This design comes from an exercise in tuning for small area, a short achievable clock period and few clock cycles per item on the open sky130 flow, not from production work.
Where RTL was checked, it was by simulation tests only, not by an equivalence proof against the original.
Power is estimated from default activity; no workload was simulated.

==> v10: inputs <==
## scr_search
module scr_search(clk,rst,start,R_fixed,angle1,adder,error,X,Y,done);
input clk; input rst; input start; input [13:0] R_fixed; input [13:0] angle1; input [3:0] adder; input [4:0] error;
output reg [3:0] X; output reg [3:0] Y; output reg done;
wire rl_128 = R_fixed > 14'd128;
wire rl_181 = R_fixed > 14'd181;
wire rl_256 = R_fixed > 14'd256;
wire rl_286 = R_fixed > 14'd286;
wire rl_362 = R_fixed > 14'd362;
wire rl_384 = R_fixed > 14'd384;
wire rl_404 = R_fixed > 14'd404;
wire rl_461 = R_fixed > 14'd461;
wire rl_512 = R_fixed > 14'd512;
wire rl_527 = R_fixed > 14'd527;
wire rl_543 = R_fixed > 14'd543;
wire rl_572 = R_fixed > 14'd572;
wire rl_640 = R_fixed > 14'd640;
wire rl_652 = R_fixed > 14'd652;
wire rl_689 = R_fixed > 14'd689;
wire rl_724 = R_fixed > 14'd724;
wire rl_746 = R_fixed > 14'd746;
wire rl_768 = R_fixed > 14'd768;
wire rl_778 = R_fixed > 14'd778;
wire rl_809 = R_fixed > 14'd809;
wire rl_819 = R_fixed > 14'd819;
wire rl_858 = R_fixed > 14'd858;
wire rl_896 = R_fixed > 14'd896;
wire rl_905 = R_fixed > 14'd905;
wire rl_923 = R_fixed > 14'd923;
wire rl_931 = R_fixed > 14'd931;
wire rl_974 = R_fixed > 14'd974;
wire rl_999 = R_fixed > 14'd999;
wire rl_1024 = R_fixed > 14'd1024;
wire rl_1031 = R_fixed > 14'd1031;
wire rl_1055 = R_fixed > 14'd1055;
wire rl_1086 = R_fixed > 14'd1086;
wire rl_1093 = R_fixed > 14'd1093;
wire rl_1101 = R_fixed > 14'd1101;
wire rl_1144 = R_fixed > 14'd1144;
  ...
clock: 12.0 ns
lec_check: 0
abc_clock_period_in_ps: 7000
cap_margin: 20
core_margin: 2
core_utilization: 15
place_density: 0.3
setup_slack_margin: 4
slew_margin: 20
run.sh (not shown) runs the stock make flow with config.mk's settings and CLKGATE_MAP_FILE= SYNTH_SCRIPT=/design/flow/synth_recipe.tcl, a recipe that flattens the netlist after the stock synthesis.
==> v28: changes against v10 <==
ABC_CLOCK_PERIOD_IN_PS = default   (was 7000)
SETUP_SLACK_MARGIN = default   (was 4)
==> comparison table <==
| item | v28 | v10 |
|---|---|---|
| Total global-route track usage | 39.6% | 40.8% |
| Post-route worst hold slack | 499 ps | 472 ps |
| Number of gates resized after CTS | 0 | 879 |
| First-pass GRT wire length | 344000 um | 354000 um |
| Met2 WL post-DR | 105000 um | 108000 um |
| Sequential fraction of total cell area | 1.06% | 0.847% |
| Outcome | complete, no violations | complete, no violations |
| Clock net power | 0.0585 mW | 0.0578 mW |
| Highest attainable clock frequency | 0.0879 GHz | 0.109 GHz |
| Largest driver fanout on the critical path | 12 | 13 |
| Least-Margin Pin Slew | 1270 ps | 1210 ps |
| Delay of the slowest cell on the worst path | 870 ps | 650 ps |
| Met3 usage in global routing | 14.0% | 17.9% |
| Minimum setup slack after placement | 782 ps | 762 ps |
| Non-clock buffer count in the final layout | 480 | 667 |
| Sum of met3 wire segment lengths after detailed routing | 33300 um | 37800 um |
| Wire length per cell after detailed routing | 54.3 um | 53.7 um |
| Slew HR | 14.4% | 18.6% |
| Design Area, Final | 24600 um2 | 30700 um2 |
| Setup repair after global routing missed its margin | false | true |
| Buffers plus inverters on the worst setup path | 6 | 7 |
| Final HPWL from detailed placement | 233000 um | 234000 um |
| Register-to-register path setup slack | 11440 ps | 11460 ps |
| Multi-input logic area | 18100 um2 | 21800 um2 |
| Total setup buffers inserted after CTS | 0 | 199 |
| M2 GR Usage | 55.0% | 56.8% |
| Worst Slack Setup Final | 630 ps | 2860 ps |
Function was not checked in any run of this note: the RTL went through the layout flow alone.


==> build 2: inputs <==
scr_search, a different RTL version from the one above (not shown whole).
clock: 12.0 ns
lec_check: 0
abc_area: 1
cap_margin: 0
core_margin: 2
core_utilization: 20
place_density: 0.4
setup_slack_margin: 5
slew_margin: 0
standard.sh (not shown) runs the stock make flow with config.mk's settings and CLKGATE_MAP_FILE= SYNTH_SCRIPT=/design/flow/synth_recipe.tcl, a recipe that flattens the netlist after the stock synthesis.
==> flow/flow/run.sh <==
#!/bin/bash
set -euo pipefail
export BUFFER_PORTS_ARGS="-buffer_cell sky130_fd_sc_hd__buf_2"
sed 's/SETUP_SLACK_MARGIN=[0-9.]*/SETUP_SLACK_MARGIN=6.25/' standard.sh > standard_m.sh
grep -q 'SETUP_SLACK_MARGIN=6.25' standard_m.sh
bash standard_m.sh > standard_flow.log 2>&1
==> inputs of trial 13, as changes to build 2 <==
==> flow/flow/run.sh (replaced) <==
#!/bin/bash
set -euo pipefail
export BUFFER_PORTS_ARGS="-buffer_cell sky130_fd_sc_hd__buf_2"
sed 's/SETUP_SLACK_MARGIN=[0-9.]*/SETUP_SLACK_MARGIN=7/' standard.sh > standard_m.sh
grep -q 'SETUP_SLACK_MARGIN=7' standard_m.sh
bash standard_m.sh > standard_flow.log 2>&1
--- a/flow/config.mk
+++ b/flow/config.mk
@@ -7,8 +7,8 @@
 export LEC_CHECK = 0
 export ABC_AREA = 1
-export CAP_MARGIN = 0
+export CAP_MARGIN = 20
 export CORE_MARGIN = 2
-export CORE_UTILIZATION = 20
-export PLACE_DENSITY = 0.4
+export CORE_UTILIZATION = 15
+export PLACE_DENSITY = 0.3
 export SETUP_SLACK_MARGIN = 5
-export SLEW_MARGIN = 0
+export SLEW_MARGIN = 20
==> notes.md <==
- The flow ran to the end and the layout has no timing, DRC or antenna violations.
- The critical-path maximum fanout is 8.
- The power of the sequential group is 0.313 mW.
- The worst IR drop on VDD is 71.4 µV.
- The static leakage is 9.53 nW.
- The final RePlAce weighted congestion is 1.06.
(the above is from build 2)
==> notes.md <==
- The flow ran to the end and the layout has no timing, DRC or antenna violations.
- The portion of synthesized area spent on multiplexers is 0%.
- The count of input and output buffers is 48.
- For the sequential group, total power comes out at 0.315 mW.
- VDD sags by at most 108 µV.
- Of all nets on the critical path, the largest fanout is 6.
- The chip width is 318 µm.
(the above is from trial 13)
Testbench counts of build 2, summed over its fixed seeds: cycles 384, queries 384.
Testbench counts of trial 13, summed over its fixed seeds: cycles 384, queries 384.


==> v32: inputs <==
scr_search, a different RTL version from the one above (not shown whole).
clock: 12.0 ns
lec_check: 0
abc_area: 1
cap_margin: 20
core_margin: 2
core_utilization: 15
place_density: 0.3
slew_margin: 20
run.sh (not shown) runs the stock make flow with config.mk's settings and CLKGATE_MAP_FILE= SYNTH_SCRIPT=/design/flow/synth_recipe.tcl, a recipe that flattens the netlist after the stock synthesis.
Stock flow here: none of the scripts above is used.
==> v2 (differences from v32) <==
--- a/flow/config.mk
+++ b/flow/config.mk
@@ -5,7 +5,6 @@
 export SDC_FILE = /design/flow/constraint.sdc
 export NUM_CORES = 4
 export LEC_CHECK = 0
-export ABC_AREA = 1
 export CAP_MARGIN = 20
 export CORE_MARGIN = 2
 export CORE_UTILIZATION = 15
==> comparison <==
- v2 passed the timing, design-rule and antenna checks. v32 passed the timing, design-rule and antenna checks.
- Between v32 and v2, the lower non-clock buffer count is in v32 (gap 132).
- Clock-buffer cell count is the same in v2 and v32.
- Against v32, the power of v2 is smaller by 16%.
- First-iteration DRC count: v2 is smaller than v32 (about 20%).
- In sequential cell count, v2 and v32 do not differ.
==> figures <==
metric	v2	v32
Core region area	122,000 µm²	133,000 µm²
Final cell count without fillers	4,696	6,282
Power drawn by the combinational cells	1.32 mW	1.61 mW
Clock share of power	4.1%	3.3%
Internal Pwr Total	448 µW	421 µW
Simple-gate share of the synthesized area	56.7%	70.9%
Part of the total power dissipated in sequential elements	3.3%	2.4%
Setup slack of the critical path after layout	0.533 ns	1.12 ns
Worst reg-to-reg setup slack	11.45 ns	11.46 ns
Outcome	finished clean	finished clean
CP Depth	29	37
Cell with the most instances on the worst path	a21oi_1	inv_1
Testbench counts of v32, summed over its fixed seeds: cycles 384, queries 384.
Testbench counts of v2, summed over its fixed seeds: cycles 384, queries 384.


==> onyx: inputs <==
scr_search, a different RTL version from the one above (not shown whole).
Settings: LEC_CHECK=0, CAP_MARGIN=20, CORE_MARGIN=2, CORE_UTILIZATION=15, PLACE_DENSITY=0.3, SETUP_SLACK_MARGIN=1.5, SLEW_MARGIN=20; clock period 12.0 ns.
==> sierra (differences from onyx) <==
Settings changed: CORE_UTILIZATION 15 to 20, PLACE_DENSITY 0.3 to 0.35.
==> lagoon (differences from onyx) <==
Settings changed: SETUP_SLACK_MARGIN 1.5 to 3.
==> metrics list <==
- Registers represent a cell area share of 1.21%.
- Power density over the cells: 73.0 nW/um^2
* Worst slew margin relative to its limit: 8.75%
- The area growth from synthesis to layout is 20.6%.
- The largest individual stage delay along the critical path comes from the cell sky130_fd_sc_hd__nor3b_1.
- VDD IR max: 0.0000361 V
- Die Area: 91800 sq um
- Top delay family on crit path: simple AND/OR/NAND/NOR gates
- Most frequent cells in the layout: sky130_fd_sc_hd__nand2_1 (310), sky130_fd_sc_hd__buf_4 (305), sky130_fd_sc_hd__nor2_1 (302), sky130_fd_sc_hd__a21oi_1 (172), sky130_fd_sc_hd__nand3_1 (166)
* Status: no timing/DRC/antenna violations
- Initial core utilization: 20.2%
- Post-layout worst setup margin: 1550 ps
- LEAKAGE: 0.00849 uW
- Top achievable clock speed: 95.7 MHz
Source of the figures above: sierra

==> metrics list <==
* Power density over the cells: 66.9 nW/um^2
* Most frequent cells in the layout: sky130_fd_sc_hd__buf_4 (460), sky130_fd_sc_hd__nand2_1 (277), sky130_fd_sc_hd__nor2_1 (247), sky130_fd_sc_hd__nand3_1 (140), sky130_fd_sc_hd__a21oi_1 (129)
* Synthesis-to-layout area growth: 51.7%
* Initial core utilization: 15.1%
- Share of the final layout cell area in sequential cells: 0.960%
- Across the VDD grid, the largest voltage drop is 0.0000319 V.
- In the detailed route, the total length drawn on met2 is 98200 um.
* Synth Warn #: 1
* Status: no timing/DRC/antenna violations
- Detail Placement HPWL: 214000 um
* Mean number of vias per cell: 6.29
- Drt first-iter violations: 4108
- Broken down by cell family, the worst path's largest delay share belongs to simple AND/OR/NAND/NOR gates.
- For this design the static power due to leakage is 0.0103 uW.
Source of the figures above: lagoon

==> metrics list <==
- Top achievable clock speed: 96.6 MHz
- Power spread over the standard cell area amounts to 72.2 nW/um^2.
- Initial core utilization: 15.1%
- Synthesis-to-layout area growth: 25.3%
* Status: no timing/DRC/antenna violations
* LEAKAGE: 0.00864 uW
- Share of the final layout cell area in sequential cells: 1.16%
* Die Area: 122000 sq um
- Across the VDD grid, the largest voltage drop is 0.0000302 V.
Source of the figures above: onyx

Testbench counts of onyx, summed over its fixed seeds: cycles 384, queries 384.
Testbench counts of sierra, summed over its fixed seeds: cycles 384, queries 384.
Testbench counts of lagoon, summed over its fixed seeds: cycles 384, queries 384.

what the ideal ports hide:
The flow's constraints put no driver on any port. The routed layouts listed below were extracted and timed again, unchanged, in two steps. Step 1 sets driving cells, clkbuf_16 on the clock port and buf_2 on the other inputs (assumed; they add their load-dependent delay and slew). Step 2, shift: input delay + t, output delay - t, t = (earliest + latest rising clock arrival at the registers) / 2. This alone moves slack from input paths to output paths. a / b / c = ideal / step 1 / step 2; a / b = the first two.
| run | shift t [ns] | slack for setup (ns) | worst setup path at the end | pins driven straight from the clock port |
|---|---|---|---|---|
| v10 | 0.259 | 2.857 / 2.837 / 2.578 | input to register | 1 |
| v28 | 0.258 | 0.630 / 0.630 / 0.372 | input to register | 1 |
| build 2 | 0.396 | 6.203 / 6.156 / 5.877 | input to register | 1 |
| trial 13 | 0.415 | 6.193 / 6.142 / 6.557 | register to output | 1 |
| v32 | 0.252 | 1.121 / 1.124 / 0.872 | input to register | 1 |
| v2 | 0.258 | 0.533 / 0.530 / 0.272 | input to register | 1 |
| onyx | 0.259 | 1.647 / 1.625 / 1.366 | input to register | 1 |
| sierra | 0.252 | 1.550 / 1.555 / 1.303 | input to register | 1 |
| lagoon | 0.259 | 3.065 / 3.068 / 2.809 | input to register | 1 |
After both steps every run listed still meets setup and hold. For build 2, which loses most, drivers alone change the setup slack by -0.047 ns; drivers and shift together by -0.326 ns.
